This is an optimization exercise on Yosys and OpenROAD, whose aim is small area, not a production implementation. Only the layout flow was run in this run; the RTL was not checked for function there. Power is estimated from default activity; no workload was simulated.

File: flow/run.sh
#!/bin/bash
# synth_recipe.tcl (not shown) runs the flow's synth.tcl, then flattens the netlist and writes it again
# the make line also repeats each setting of config.mk as NAME=value (left out here)
make -C /OpenROAD-flow-scripts/flow DESIGN_CONFIG=/design/flow/config.mk WORK_HOME=/design/flow/orfs CLKGATE_MAP_FILE= SYNTH_SCRIPT=/design/flow/synth_recipe.tcl finish
File: flow/config.mk
export PLATFORM = sky130hd
export DESIGN_NAME = main
export DESIGN_NICKNAME = main
export VERILOG_FILES = /design/flow/design.v
export SDC_FILE = /design/flow/constraint.sdc
export NUM_CORES = 4
export LEC_CHECK = 0
export CAP_MARGIN = 20
export CORE_MARGIN = 2
export CORE_UTILIZATION = 45
export PLACE_DENSITY = 0.6
export SLEW_MARGIN = 20
File: flow/constraint.sdc
create_clock -name core_clock -period 10.0 [get_ports {CLOCK_50}]
set_input_delay 2.0000 -clock core_clock [delete_from_list [all_inputs] [get_ports {CLOCK_50}]]
set_output_delay 2.0000 -clock core_clock [all_outputs]
set_load 0.01 [all_outputs]
File: flow/design.v
module lfsr (
    input clock,
    input reset,
    output [5:0] rnd_out  
);
    reg [15:0] lfsr_reg;
    wire feedback = lfsr_reg[15] ^ lfsr_reg[13] ^ lfsr_reg[12] ^ lfsr_reg[10];
    always @(posedge clock or posedge reset) begin
        if (reset)
            lfsr_reg <= 16'hACE1; 
        else
            lfsr_reg <= {lfsr_reg[14:0], feedback};
    end
    assign rnd_out = lfsr_reg [10:5];
endmodule
module debouncer(clock,reset,botao_in,out);
	input clock,reset,botao_in;
	output reg out;
	parameter limit_timer = 20'd500000;
	reg [19:0] contador;
	reg sync_0,sync_1;
	reg estado_estavel;
	reg estado_antigo;
	always @(posedge clock) begin
		sync_0 <= botao_in;
		sync_1 <= sync_0;
	end
	always @(posedge clock, posedge reset) begin
		if (reset) begin
			contador <= 0;
			estado_estavel <= 0;
		end
		else begin
			if (sync_1 != estado_estavel) begin
				if (contador >= limit_timer) begin
					estado_estavel <= sync_1;
					contador <= 0;
				end
				else begin
					contador <= contador +1;
				end
			end
			else begin 
				contador <= 0;
			end
		end
	end
	always @(posedge clock, posedge reset) begin
		if (reset) begin 
			out <=0;
			estado_antigo <=0;
		end
		else begin
			estado_antigo <= estado_estavel;
			if (estado_estavel == 1 && estado_antigo == 0)
				out <= 1;
			else 
				out <= 0;
		end
	end
endmodule
module bin2BCD(binary,Dezenas,Unidades);
	input [5:0] binary;
	output reg [3:0] Dezenas,Unidades; 
	integer i;
	always @* begin
		Dezenas = 4'b0000;
		Unidades = 4'b0000;
		for (i=5;i>=0;i=i-1) begin 
			if (Dezenas >= 5) Dezenas = Dezenas + 3;
			if (Unidades >= 5) Unidades = Unidades + 3;
			Dezenas = Dezenas << 1;
			Dezenas[0] = Unidades[3];  
			Unidades = Unidades << 1;
			Unidades[0] = binary[i];  
		end
	end
endmodule
module driver7seg(b,d);
	input [3:0] b;
	output reg [6:0] d;
	always @* begin 
		case (b)
			4'b0000: d = 7'b1000000;
			4'b0001: d = 7'b1111001;
			4'b0010: d = 7'b0100100;
			4'b0011: d = 7'b0110000;
			4'b0100: d = 7'b0011001;
			4'b0101: d = 7'b0010010;
			4'b0110: d = 7'b0110010;
			4'b0111: d = 7'b1111000;
			4'b1000: d = 7'b0000000;
			4'b1001: d = 7'b0010000;
			default: d = 7'b1111111;
		endcase
	end
endmodule
module baralho #(
    parameter SHUFFLE_LIMIT = 128 
)(
    input clock,
    input reset,
    input embaralhar_start,       
    input [5:0] ler_endereco,     
    output reg [3:0] q,           
    output reg embaralhar_ok      
);
    reg [3:0] ram [0:51];
    reg [7:0] swap_counter;      
    wire [5:0] random_num;       
    reg [5:0] pos_A, pos_B;
    reg [1:0] state; 
    integer i;
    lfsr RNG (
        .clock(clock),
        .reset(reset),
        .rnd_out(random_num)
    );
    parameter IDLE = 0, SWAP_GET_ADDR = 1, SWAP_DO = 2, FINISH = 3;
    reg [3:0] base_val;  
    always @(posedge clock or posedge reset) begin
        if (reset) begin
            for (i = 0; i < 52; i = i + 1) begin
                if ((i % 13) == 0) 
                    ram[i] <= 4'd1;         
                else if ((i % 13) < 10)
                    ram[i] <= (i % 13) + 1;  
                else
                    ram[i] <= 4'd11;        
            end
            state <= IDLE;
            embaralhar_ok <= 0;
            swap_counter <= 0;
        end
        else begin
            case (state)
                IDLE: begin
                    embaralhar_ok <= 0;
                    if (embaralhar_start) begin
                        swap_counter <= SHUFFLE_LIMIT;  
                        state <= SWAP_GET_ADDR;
                    end
                end
                SWAP_GET_ADDR: begin
                    if (random_num < 52) begin
                        pos_A <= random_num;
                        pos_B <= (random_num + swap_counter) % 52; 
                        state <= SWAP_DO;
                    end
                end
                SWAP_DO: begin
                    ram[pos_A] <= ram[pos_B];
                    ram[pos_B] <= ram[pos_A];
                    if (swap_counter == 0)
                        state <= FINISH;
                    else begin
                        swap_counter <= swap_counter - 1;
                        state <= SWAP_GET_ADDR;
                    end
                end
                FINISH: begin
                    embaralhar_ok <= 1;
                end
            endcase
        end
    end
    always @(*) begin
        if (ler_endereco < 52)
            q = ram[ler_endereco];
        else
            q = 4'd0;  
    end
endmodule
module pontuacao(clock,reset,carta,endereco,pjogador,pdealer,pts_jogador,pts_dealer,cartaok);
	input clock,reset,pjogador,pdealer;
	input [3:0] carta;  
	output reg [5:0] pts_jogador, pts_dealer;
	output reg cartaok;
	output reg [5:0] endereco;
	parameter inicio = 4'b0000,
				 ler_carta = 4'b0001,
				 espera = 4'b0010,
				 verifica_carta = 4'b0011,
				 soma = 4'b0100,
				 check = 4'b0101,
				 fim=4'b0110;
	reg [3:0] estado_atual, estado_futuro;
	reg temJQK_jog, temJQK_dealer, temAS_jog,temAS_dealer;
	reg as_contabilizado_jog, as_contabilizado_dealer;  
	reg [3:0] valor;  
	reg check_jog, check_dealer;
	always @(*) begin
		if (carta >= 10) 
			valor = 10;  
		else if (carta == 1)
			valor = 1;  
		else
			valor = carta;
	end
	always @(*) begin
		estado_futuro = estado_atual;
		case (estado_atual)
			inicio: begin
				if (pjogador || pdealer)
					estado_futuro = ler_carta;
			end
			ler_carta: begin
				estado_futuro = espera;
			end
			espera: begin
				estado_futuro = verifica_carta;
			end
			verifica_carta: begin
				estado_futuro = soma;
			end
			soma: begin
				estado_futuro = check;
			end
			check: begin
				estado_futuro = fim;
			end
			fim: begin
				if (!pjogador && !pdealer)
				estado_futuro = inicio;
			else
				estado_futuro = fim;
			end
		endcase
	end
	always @(posedge clock,posedge reset) begin
		if (reset) begin
			temAS_jog <= 0;
            temAS_dealer <= 0;
            as_contabilizado_jog <= 0;
            as_contabilizado_dealer <= 0;
            endereco <= 0;
            pts_jogador <= 0;
            pts_dealer <= 0;
            cartaok <= 0;
            estado_atual <= inicio;
		end
		else begin
			estado_atual <= estado_futuro;
			case (estado_atual)
                inicio: begin
                    cartaok <= 0;
                end
                verifica_carta: begin
                    if (pjogador && carta == 1) temAS_jog <= 1;
                    if (pdealer && carta == 1) temAS_dealer <= 1;
                end
                soma: begin
                    if (pjogador) pts_jogador <= pts_jogador + valor;
                    else if (pdealer) pts_dealer <= pts_dealer + valor;
                end
                check: begin
                    endereco <= endereco + 1;  
                    if (pjogador) begin
                        if (temAS_jog && !as_contabilizado_jog && (pts_jogador + 10 <= 21)) begin
                            pts_jogador <= pts_jogador + 10;
                            as_contabilizado_jog <= 1;  
                        end
                    end
                    else if (pdealer) begin  
                        if (temAS_dealer && !as_contabilizado_dealer && (pts_dealer + 10 <= 21)) begin
                            pts_dealer <= pts_dealer + 10;
                            as_contabilizado_dealer <= 1;
                        end
                    end
                end
                fim: begin
                    cartaok <= 1;
                end
            endcase
        end    
    end
endmodule
module blackjack #( 
    parameter TIMER_LIMIT = 27'd100000000
)(
    input embaralhar_ok, clock, reset, hit, stay, cartaok,
    input [5:0] pts_jogador, pts_dealer,
    output reg pjogador, pdealer, player_hit, dealer_hit, player_stay, dealer_stay, win, lose, tie, embaralhar_start
);
    parameter inicio          = 5'b00000,
              embaralhar      = 5'b00001,
              carta1_jogador  = 5'b00010,
              wait1_jogador   = 5'b00011,
              carta1_dealer   = 5'b00100,
              wait1_dealer    = 5'b00101, 
              carta2_jogador  = 5'b00110,
              wait2_jogador   = 5'b00111,
              carta2_dealer   = 5'b01000,
              wait2_dealer    = 5'b01001,
              vez_jogador     = 5'b01010,
              hit_jogador     = 5'b01011,  
              fetch_hit_jog   = 5'b01100,  
              wait_jogador    = 5'b01101,  
              stay_jogador    = 5'b01110,
              vez_dealer      = 5'b01111,
              hit_dealer      = 5'b10000,  
              fetch_hit_deal  = 5'b10001,  
              wait_dealer     = 5'b10010,
              stay_dealer     = 5'b10011,
              check           = 5'b10100,
              fim_jogo        = 5'b10101;
    reg [4:0] estado_atual, proximo_estado;
    reg [26:0] contador_tempo;
    reg ativar_timer;
    wire timer_done;
    assign timer_done = (contador_tempo >= TIMER_LIMIT);
    always @(posedge clock, posedge reset) begin
        if (reset) begin
            estado_atual <= inicio;
            contador_tempo <= 0;
        end
        else begin
            estado_atual <= proximo_estado;
            if (ativar_timer) begin
                if (!timer_done)
                    contador_tempo <= contador_tempo + 1;
                else
                    contador_tempo <= 0;  
            end
            else begin
                contador_tempo <= 0;
            end
        end
    end
    always @(*) begin
        proximo_estado = estado_atual;
        pjogador = 0;
        pdealer = 0;
        ativar_timer = 0;
        player_hit = 0;
        player_stay = 0;
        dealer_stay = 0;
        dealer_hit = 0;
        win = 0;
        lose = 0;
        tie = 0;
        embaralhar_start = 0;
        case(estado_atual)
            inicio: begin
                if (hit) proximo_estado = embaralhar;  
            end
            embaralhar: begin
                embaralhar_start = 1;
                if (embaralhar_ok)
                    proximo_estado = carta1_jogador;
            end
            carta1_jogador: begin
                pjogador = 1;
                if (cartaok) proximo_estado = wait1_jogador;
            end
            wait1_jogador: begin
                if (!cartaok) proximo_estado = carta1_dealer;
            end
            carta1_dealer: begin
                pdealer = 1;
                if (cartaok) proximo_estado = wait1_dealer;
            end
            wait1_dealer: begin
                if (!cartaok) proximo_estado = carta2_jogador;
            end
            carta2_jogador: begin
                pjogador = 1;
                if (cartaok) proximo_estado = wait2_jogador;
            end
            wait2_jogador: begin
                if (!cartaok) proximo_estado = carta2_dealer;
            end
            carta2_dealer: begin
                pdealer = 1;
                if (cartaok) proximo_estado = wait2_dealer;
            end
            wait2_dealer: begin
                if (!cartaok) proximo_estado = vez_jogador;
            end
            vez_jogador: begin
                if (pts_jogador > 21)
                    proximo_estado = fim_jogo;
                else if (pts_jogador == 21)  
                    proximo_estado = vez_dealer;
                else begin
                    if (hit)
                        proximo_estado = hit_jogador;
                    else if (stay)
                        proximo_estado = stay_jogador;
                end
            end
            hit_jogador: begin 
                player_hit = 1;
                ativar_timer = 1;
                if (timer_done)
                    proximo_estado = fetch_hit_jog;
            end
            fetch_hit_jog: begin
                pjogador = 1;  
                if (cartaok)
                    proximo_estado = wait_jogador;
            end
            wait_jogador: begin
                if (!cartaok)
                    proximo_estado = vez_jogador;
            end
            stay_jogador: begin
                player_stay = 1;
                ativar_timer = 1;
                if (timer_done) 
                    proximo_estado = vez_dealer;
            end
            vez_dealer: begin
                if (pts_dealer > 21)
                    proximo_estado = fim_jogo;
                else if (pts_dealer >= 17)
                    proximo_estado = stay_dealer;
                else
                    proximo_estado = hit_dealer;
            end
            hit_dealer: begin
                dealer_hit = 1;
                ativar_timer = 1;
                if (timer_done)
                    proximo_estado = fetch_hit_deal;
            end
            fetch_hit_deal: begin
                pdealer = 1;
                if (cartaok)
                    proximo_estado = wait_dealer;
            end
            wait_dealer: begin
                if (!cartaok)
                    proximo_estado = vez_dealer;
            end
            stay_dealer: begin
                dealer_stay = 1;
                ativar_timer = 1;
                if (timer_done) 
                    proximo_estado = check;
            end
            check: proximo_estado = fim_jogo;
            fim_jogo: begin
                if (pts_jogador > 21)
                    lose = 1;
                else if (pts_dealer > 21)
                    win = 1;
                else if (pts_jogador > pts_dealer)
                    win = 1;
                else if (pts_dealer > pts_jogador)
                    lose = 1;
                else
                    tie = 1;
            end
            default: proximo_estado = inicio;
        endcase
    end
endmodule
module main #(
    parameter SIM_DEBOUNCE_TIMER = 20'd5,
    parameter SIM_GAME_TIMER = 27'd100,
    parameter SIM_SHUFFLE_LIMIT  = 128
)(
    input CLOCK_50,         
    input [3:0] KEY,        
    output [17:0] LEDR,     
    output [6:0] HEX0, HEX1,  
    output [6:0] HEX4, HEX5   
);
    assign LEDR[14:4] = 11'b0;  
    wire reset_clean, hit_clean, stay_clean;
    wire w_embaralhar_ok, w_embaralhar_start;
    wire w_pjogador, w_pdealer;
    wire w_cartaok;
    wire [5:0] w_pts_jogador, w_pts_dealer;
    wire [5:0] w_endereco;
    wire [3:0] w_carta_valor;
    wire [3:0] jog_uni, jog_dez, deal_uni, deal_dez;
    wire [6:0] disp_jog_uni, disp_jog_dez, disp_deal_uni, disp_deal_dez;
    debouncer #(.limit_timer(SIM_DEBOUNCE_TIMER)) db_rst  
        (.clock(CLOCK_50), .reset(1'b0), .botao_in(~KEY[0]), .out(reset_clean));
    debouncer #(.limit_timer(SIM_DEBOUNCE_TIMER)) db_hit  
        (.clock(CLOCK_50), .reset(reset_clean), .botao_in(~KEY[1]), .out(hit_clean));
    debouncer #(.limit_timer(SIM_DEBOUNCE_TIMER)) db_stay 
        (.clock(CLOCK_50), .reset(reset_clean), .botao_in(~KEY[2]), .out(stay_clean));
    blackjack #(.TIMER_LIMIT(SIM_GAME_TIMER)) FSM(
        .clock(CLOCK_50),
        .reset(reset_clean),
        .hit(hit_clean),
        .stay(stay_clean),
        .embaralhar_ok(w_embaralhar_ok),
        .cartaok(w_cartaok),
        .pts_jogador(w_pts_jogador),
        .pts_dealer(w_pts_dealer),
        .embaralhar_start(w_embaralhar_start),
        .pjogador(w_pjogador),
        .pdealer(w_pdealer),
        .player_hit(LEDR[0]),
        .player_stay(LEDR[1]),
        .dealer_hit(LEDR[2]),
        .dealer_stay(LEDR[3]),
        .win(LEDR[17]),
        .lose(LEDR[16]),
        .tie(LEDR[15])
    );
    baralho #( 
        .SHUFFLE_LIMIT(SIM_SHUFFLE_LIMIT)
    )MEMORIA(
        .clock(CLOCK_50),
        .reset(reset_clean),
        .embaralhar_start(w_embaralhar_start),
        .ler_endereco(w_endereco),
        .q(w_carta_valor),
        .embaralhar_ok(w_embaralhar_ok)
    );
    pontuacao SCORE (
        .clock(CLOCK_50),
        .reset(reset_clean),
        .carta(w_carta_valor),
        .pjogador(w_pjogador),
        .pdealer(w_pdealer),
        .endereco(w_endereco),
        .pts_jogador(w_pts_jogador),
        .pts_dealer(w_pts_dealer),
        .cartaok(w_cartaok)
    );
    bin2BCD bcd_jog (.binary(w_pts_jogador), .Dezenas(jog_dez), .Unidades(jog_uni));
    driver7seg seg_jog_u (.b(jog_uni), .d(HEX0));
    driver7seg seg_jog_d (.b(jog_dez), .d(HEX1));
    bin2BCD bcd_deal (.binary(w_pts_dealer), .Dezenas(deal_dez), .Unidades(deal_uni));
    driver7seg seg_deal_u (.b(deal_uni), .d(HEX4));
    driver7seg seg_deal_d (.b(deal_dez), .d(HEX5));
endmodule
==> results.cfg <==
[final_layout]
regArea_um2 = 9575
multi_input_area_um2 = 14780
final_layout_size_suffix_gt1_frac = 0.1796
largest_reg_flops = 208
areaGrowthSynthToFinish_pct = 11.66
regMostFlops = MEMORIA.ram
fill_cells = 5058
reg_top3 = MEMORIA.ram x208, FSM.contador_tempo x27
final_cell_area_um2 = 27990
final_net_count = 2967
utilization = 0.5081

[yosys]
yosysMostFrequentCell = nand2_1
yosysUniqueCellTypes = 102
synthArstFlopShare = 0.8921
ys_seq_elements = 380
seq_area_frac_synth = 0.3819
synth.avg_cell_area_um2 = 8.908
netlist_instances = 2814
synth_area_um2 = 25070
synth_commonest_cells = nand2_1, nor2_1, dfrtp_1, mux2_2, o21ai_0
synth_top_area_cell = dfrtp_1
yosys_warnings = 8
synth_top_area_frac = 0.2266
synth-edff-count = 13
ys.flop_type = dfrtp_1
yosys-top-cells-area = dfrtp_1, dfstp_2, mux2_2

[setup_path]
slowest_stage = clkdlybuf4s50_1
cp-end-kind = output pin
cpPeakStageDelay_ps = 490
crit_buf_inv = 4
critPathArrivalTime_ps = 5430
critPathRequiredTime_ps = 8000
cp_max_fo = 8
start_kind = register
crit_type = register to output pin
path_delay_family = compound AO/OA/AOI/OAI gates
crit_chain = inv_1, ha_1, inv_1, ha_1, a21oi_1, xnor2_1, ha_1, nand2b_1, a21boi_0, xnor2_1, ha_1, nand2b_1, a21oi_1, xnor2_1, inv_1, ha_1, a21boi_0, a21oi_1, clkdlybuf4s50_1
crit_path_frequent_cell = ha_1

[global_route]
grt_pass1_wl_um = 193700
grt_max_degree = 165
antenna_found_initial = 24
track_usage = 0.4867
gr-total-overflow = 0
grt_pass1_vias = 24690

[floorplanning]
pin_count = 51
die-area_um2 = 57610
fp.dieH_um = 240.0
rows = 86
initial_utilization = 0.4550
fp.dieW_um = 240.0
fp.coreArea_um2 = 55090

[hold_path]
hold_path_class = register to register

[clocking]
clk_latency_ps = 630
htreeDepth = 2
cts_tree = built
clkSlewWorstSetupHoldPaths_ps = 60
holdBufCountCts = 0
cts_buffers = 44
cts_setup_buffers = 0
cts_resized = 0
cts_num_sinks = 380
ctsRootBufferMaster = clkbuf_16
clockBufferDepth = 3

[timing]
fin_skew_ps = 31.90
tightest_slew_ps = 1340
maxSlewHeadroom = 0.1034
fmax_mhz = 134.5
tns_ps = 0
drv_slew = 0
setup_viol = 0
rsz0062_at_grt = no
period_needed_ps = 7433
finalCritPeriodShare = 0.7433
hold_viol = 0

[place]
dp_hpwl_um = 102600
gp_congestion = 1.166
place_area_um2 = 26370
io_buffers = 38

[route]
vias = 26210
wl_um = 140400
via_per_inst = 7.139
wl_per_cell_um = 38.24
drt-initial-drc-count = 4105
drt_pass1_iterations = 14
drc = 0
ant_nets = 0

[job]
max_cap_violations = 0

[power_and_ir_drop]
ir_drop_mv = 0.3839
p_leak_uw = 0.01107
p_per_area_nw_per_um2 = 208.1

[run_status]
run_status = complete, no violations
[power by group]
group	internal (uW)	switching (uW)
clock	1030	729
combinational	1030	1310
sequential	1600	129
[per-layer routing]
metal | routed length (um) | track usage | up-vias | share of wire
li1 | - | - | 10410 | -
met1 | 50680 | 0.5939 | 12780 | 0.36
met2 | 54770 | 0.6637 | 2285 | 0.39
met3 | 20400 | 0.2150 | 716 | 0.15
met4 | 14340 | 0.3787 | 22 | 0.10
met5 | 201 | 0.01905 | - | 0.0014
[placed cells by master, fill, tap and decap left out, types with 45 or more instances in the layout]
| cell | n |
|---|---|
| a21oi_1 | 89 |
| a22o_1 | 45 |
| a22oi_1 | 123 |
| buf_4 | 62 |
| conb_1 | 79 |
| dfrtp_1 | 226 |
| dfstp_2 | 112 |
| ha_1 | 82 |
| inv_1 | 58 |
| mux2_2 | 224 |
| nand2_1 | 416 |
| nand3_1 | 90 |
| nor2_1 | 235 |
| nor3_1 | 48 |
| o21ai_0 | 224 |
| o21ai_1 | 96 |
[path summary, 6_finish.rpt]
kind / cells past startpoint / start / slack (ps) / end
max: 19 / SCORE.pts_dealer[3] / 2570 / HEX4[0]
min: 0 / db_stay.sync_0 / 330 / db_stay.sync_1
max reg2reg: 12 / MEMORIA.pos_A[2] / 4280 / MEMORIA.ram[29][3]
min reg2reg: 0 / db_stay.sync_0 / 330 / db_stay.sync_1
max in group asynchronous: 3 / db_rst.out / 7360 / SCORE.endereco[2]
min in group asynchronous: 1 / db_rst.out / 380 / MEMORIA.swap_counter[4]
[metrics by stage]
step | cells | power, uW | hold WS (ps) | setup slack (ps)
2_1_floorplan | 2892 | 3110 | 309.6 | 494.0
3_5_place_dp | 3577 | 4025 | 313.9 | 3270
4_1_cts | 3659 | 5778 | 329.2 | 2609
5_1_grt | 3662 | 6074 | 336.0 | 2158
3_3_place_gp | 3577 | 3865 | 315.9 | 3563
6_report | 3671 | 5825 | 328.7 | 2567
[logic make-up (layout without fill, tap and decap cells)]
logic type / Yosys count / in the layout / share of synthesized area
mux: 255 / 255 / 0.1132
simple gates: 1001 / 1001 / 0.1804
flops: 380 / 380 / 0.3819
other cells: 1 / 90 / 0.0001496
buf+inv: 223 / 243 / 0.04562
fa+ha+maj: 88 / 88 / 0.04467
compound gates: 811 / 811 / 0.2148
xor+xnor: 55 / 55 / 0.01922
[cell type report]
class	count	share of cell area
diodes	11	0.0009834
clock buffers	60	0.04506
clock inverters	22	0.01131
inverters	60	0.008314
multi-input cells	2289	0.5279
flip-flops and latches	380	0.3421
well taps	748	0.03343
repair buffers	101	0.03093

afterwards: timing with drivers on the ports:
The flow's constraints put no driver on any port. The routed layout listed below was extracted and timed again, unchanged, in two steps. Step 1 sets driving cells, clkbuf_16 on the clock port and buf_2 on the other inputs (assumed; they add their load-dependent delay and slew). Step 2, shift: input delay + t, output delay - t, t = (earliest + latest rising clock arrival at the registers) / 2. This alone moves slack from input paths to output paths. a / b / c = ideal ports / drivers / drivers and shift; a / b = the first two.
t (ns): 0.678
setup slack, ns: 2.567 / 2.499 / 3.177
hold WS [ns]: 0.329 / 0.329 / 0.329
After both steps setup and hold are still met in this run. For this run, drivers alone change the setup slack by -0.068 ns; drivers and shift together by +0.610 ns.
